Background: an optimization exercise with open tools, aiming at small area, a short achievable clock period and few clock cycles per item. Do not read the settings as production practice.
Function was checked by simulation only, so behaviour that the tests miss may differ from the original.
Power and IR drop assume default switching activity.

## juniper
// divider
module divider#(
  parameter WIDTH    = 32,
  parameter CACHING  =  0,
  parameter INIT_VLD =  0
)(
  input clk,
  input rst,
  input start,
  input      [WIDTH-1:0] dividend,
  input      [WIDTH-1:0] divisor,
  output reg [WIDTH-1:0] quotient,
  output     [WIDTH-1:0] remainder,
  output reg zeroErr,
  output valid
);
  reg [31:0] rem;
  reg [31:0] dsr;
  reg [4:0]  cnt;
  reg [4:0]  zbr;
  reg        align;
  reg        busy;
  reg        vld;
  wire [5:0]  za;
  wire [5:0]  zb;
  divider_lzc32 u_lza (.x(dividend), .z(za));
  divider_lzc32 u_lzb (.x(divisor), .z(zb));
  wire [31:0] sa;                                 
  divider_smear32 u_sa (.x(dividend), .s(sa));
  wire        zeroDivide = ~|divisor;
  wire        shorter = |(divisor & ~sa);         
  wire        quick = shorter | zeroDivide;
  wire [4:0]  s;
  wire [5:0]  bw;
  wire [31:0] sh [0:5];
  assign bw[0] = 1'b0;
  assign sh[0] = dsr;
  ...
For scale: roughly 130 I/O pins.
clock: 5.0 ns
lec_check: 0
cap_margin: 20
core_margin: 2
core_utilization: 60
setup_slack_margin: 2.3
slew_margin: 20
standard.sh (not shown) runs the stock make flow with config.mk's settings and CLKGATE_MAP_FILE= SYNTH_SCRIPT=/design/flow/synth_recipe.tcl, a recipe that flattens the netlist after the stock synthesis.
==> flow/flow/run.sh <==
#!/bin/bash
set -euo pipefail
bash standard.sh "BUFFER_PORTS_ARGS=-buffer_cell sky130_fd_sc_hd__buf_1" finish > make_finish.log 2>&1
juniper closes out successfully: all stages finished, all timing, DRC and antenna checks passed.
Testbench counts of juniper, summed over its fixed seeds: cycles 25,920, items 3,200.
For violet, these inputs were changed with respect to juniper:
- swapping 2.3 for 2.0 in SETUP_SLACK_MARGIN
==> comparison <==
Per the comparison of violet with juniper, routed wire length shrank by 800 um; layout clock buffer count grew by 1; arrival time reported for the critical path endpoint shrank by 20 ps; flip-flop and latch share of the layout cell area grew by 0.74 points; power share of the clock group grew by 0.6 points.
Post-route worst hold slack, juniper and violet, higher one = juniper.
Relative to juniper, final net count has gone down in violet.
Of violet and juniper, it is violet that has the lower power spent charging and discharging nets.
violet ended up with a higher portion of total power attributed to sequential cells than juniper did.
The cell area after layout number comes out lower for violet vs juniper.

========
The RTL this note starts from:
==> flow/design.v <==
`timescale 1ns / 1ps
module divider#(
  parameter WIDTH    = 32,
  parameter CACHING  =  0,
  parameter INIT_VLD =  0
)(
  input clk,
  input rst,
  input start,
  input      [WIDTH-1:0] dividend,
  input      [WIDTH-1:0] divisor,
  output reg [WIDTH-1:0] quotient,
  output     [WIDTH-1:0] remainder,
  output reg zeroErr,
  output valid
);
  reg [31:0] rem;
  reg [31:0] dsr;
  reg [4:0]  cnt;
  reg [4:0]  zbr;
  reg        align;
  reg        busy;
  reg        vld;
  wire [5:0]  za;
  wire [5:0]  zb;
  divider_lzc32 u_lza (.x(dividend), .z(za));
  divider_lzc32 u_lzb (.x(divisor), .z(zb));
  wire [31:0] sa;                                 
  divider_smear32 u_sa (.x(dividend), .s(sa));
  wire        zeroDivide = ~|divisor;
  wire        shorter = |(divisor & ~sa);         
  wire        quick = shorter | zeroDivide;
  wire [4:0]  s;
  wire [5:0]  bw;
  wire [31:0] sh [0:5];
  assign bw[0] = 1'b0;
  assign sh[0] = dsr;
  genvar i;
  generate
    for (i = 0; i < 5; i = i + 1) begin : al
      wire eq = zbr[i] ~^ cnt[i];
      assign s[i]    = eq ? bw[i] : ~bw[i];
      assign bw[i+1] = eq ? bw[i] : cnt[i];
      assign sh[i+1] = s[i] ? (sh[i] << (1 << i)) : sh[i];
    end
  endgenerate
  wire [32:0] diff = {1'b0, rem} - {1'b0, dsr};
  wire        ge = ~diff[32];
  wire        last = cnt == 5'd0;
  assign remainder = rem;
  assign valid = vld;
  always @(posedge clk) begin
    if (rst) begin
      align <= 1'b0;
      busy  <= 1'b0;
      vld   <= 1'b0;
    end else if (start) begin
      align <= ~quick;
      busy  <= 1'b0;
      vld   <= quick;
    end else if (align) begin
      align <= 1'b0;
      busy  <= 1'b1;
    end else if (busy && last) begin
      busy  <= 1'b0;
      vld   <= 1'b1;
    end
  end
  always @(posedge clk) begin
    zbr <= zb[4:0];
    cnt <= start ? za[4:0] : align ? s : cnt - 5'd1;
  end
  always @(posedge clk) begin
    if (start) begin
      quotient <= 32'd0;
      zeroErr  <= zeroDivide;
    end else if (busy) begin
      quotient <= {quotient[30:0], ge};
    end
  end
  always @(posedge clk) begin
    if (start)
      rem <= dividend;
    else if (busy && ge)
      rem <= diff[31:0];
  end
  always @(posedge clk) begin
    dsr <= start ? divisor : align ? sh[5] : dsr >> 1;
  end
endmodule
module divider_lzc32 (
  input  [31:0] x,
  output [5:0]  z
);
  wire [15:0] v0;
  wire [15:0] z0;
  wire [7:0]  v1;
  wire [15:0] z1;
  wire [3:0]  v2;
  wire [11:0] z2;
  wire [1:0]  v3;
  wire [7:0]  z3;
  genvar i;
  generate
    for (i = 0; i < 16; i = i + 1) begin : l0
      assign v0[i] = x[2*i+1] | x[2*i];
      assign z0[i] = ~x[2*i+1];
    end
    for (i = 0; i < 8; i = i + 1) begin : l1
      assign v1[i] = v0[2*i+1] | v0[2*i];
      assign z1[2*i+1:2*i] = v0[2*i+1] ? {1'b0, z0[2*i+1]} : {1'b1, z0[2*i]};
    end
    for (i = 0; i < 4; i = i + 1) begin : l2
      assign v2[i] = v1[2*i+1] | v1[2*i];
      assign z2[3*i+2:3*i] = v1[2*i+1] ? {1'b0, z1[4*i+3:4*i+2]} : {1'b1, z1[4*i+1:4*i]};
    end
    for (i = 0; i < 2; i = i + 1) begin : l3
      assign v3[i] = v2[2*i+1] | v2[2*i];
      assign z3[4*i+3:4*i] = v2[2*i+1] ? {1'b0, z2[6*i+5:6*i+3]} : {1'b1, z2[6*i+2:6*i]};
    end
  endgenerate
  wire [4:0] z4 = v3[1] ? {1'b0, z3[7:4]} : {1'b1, z3[3:0]};
  assign z = (v3[1] | v3[0]) ? {1'b0, z4} : 6'd32;
endmodule
module divider_smear32 (
  input  [31:0] x,
  output [31:0] s
);
  wire [31:0] p0 = x;
  wire [31:0] p1 = p0 | {1'b0, p0[31:1]};
  wire [31:0] p2 = p1 | {2'b0, p1[31:2]};
  wire [31:0] p3 = p2 | {4'b0, p2[31:4]};
  wire [31:0] p4 = p3 | {8'b0, p3[31:8]};
  assign s = p4 | {16'b0, p4[31:16]};
endmodule
Settings: LEC_CHECK=0, CAP_MARGIN=20, CORE_MARGIN=2, CORE_UTILIZATION=60, CTS_BUF_LIST=sky130_fd_sc_hd__clkbuf_8, CTS_CLUSTER_SIZE=10, SETUP_SLACK_MARGIN=2.0, SLEW_MARGIN=20; clock period 5.0 ns.
Scripts as last shown in full above: flow/flow/run.sh
The starting point went through all stages and came out clean.
Testbench counts at the start, summed over its fixed seeds: cycles 25,920, items 3,200.
Change:
Settings changed: CTS_BUF_LIST sky130_fd_sc_hd__clkbuf_8 to sky130_fd_sc_hd__clkbuf_8 sky130_fd_sc_hd__clkbuf_16, CTS_CLUSTER_SIZE 10 to not set.
What happened: The new run finished with timing, DRC and antenna clean; fmax shrinks slightly; via count stays flat; cell area grows slightly; power grows by a few percent; non-clock buffer count shrinks by 1; final cell count hardly moves; worst setup slack is worse by 0.030 ns; core utilization grows by 0.68 points.
Change:
Settings changed: CORE_UTILIZATION 60 to 65, CTS_BUF_LIST sky130_fd_sc_hd__clkbuf_8 sky130_fd_sc_hd__clkbuf_16 to not set, SETUP_SLACK_MARGIN 2.0 to 1.7.
Result: Global-route usage increases by 1.0 points. Combinational power decreases by about 8%. Synthesized cell count is unchanged. Power decreases by 4.2%. Core utilization increases by 1.7 points. Cell area decreases by about 4%.
Change:
Settings changed: CORE_UTILIZATION 65 to 60, CTS_BUF_LIST set to sky130_fd_sc_hd__clkbuf_4 sky130_fd_sc_hd__clkbuf_8, SETUP_SLACK_MARGIN 1.7 to 2.0.
- hold slack degrades by 0.0083 ns
- core utilization drops by 2.4 points
- final cell count increases slightly
- cell area rose by a few percent
- sequential share of layout area falls by 0.73 points
- setup slack gains 0.18 ns
- die area climbs by a little under a tenth
- count of clock-buffer cells in the layout stays the same
- via count came out higher slightly
- sequential power barely changes
- wire length is higher by a few percent

static timing again, ports no longer ideal:
No port has a modelled driver above. Below, the same layouts with a new extraction and two added sets of constraints. Step 1 sets driving cells, clkbuf_16 on the clock port and buf_2 on the other inputs (assumed; they add their load-dependent delay and slew). Step 2 moves the port delays by t, midway between the first and last clock arrival at a register: inputs arrive t later, outputs are due t later. That takes back most of the time a late clock gives input paths. a / b / c = no drivers / after step 1 / after step 2; a / b = the first two.
| run | shift t [ns] | setup WS [ns] | pins driven straight from the clock port |
|---|---|---|---|
| juniper | 0.410 | 1.950 / 1.950 / 1.950 | 1 |
| violet | 0.406 | 1.954 / 1.954 / 1.747 | 1 |
| the first run of note 2 | 0.438 | 1.984 / 1.984 / 1.762 | 1 |
| the second run of note 2 | 0.406 | 1.954 / 1.954 / 1.747 | 1 |
| the third run of note 2 | 0.409 | 1.808 / 1.808 / 1.771 | 1 |
| the fourth run of note 2 | 0.438 | 1.984 / 1.984 / 1.762 | 1 |
After both steps setup and hold are still met in every run listed.
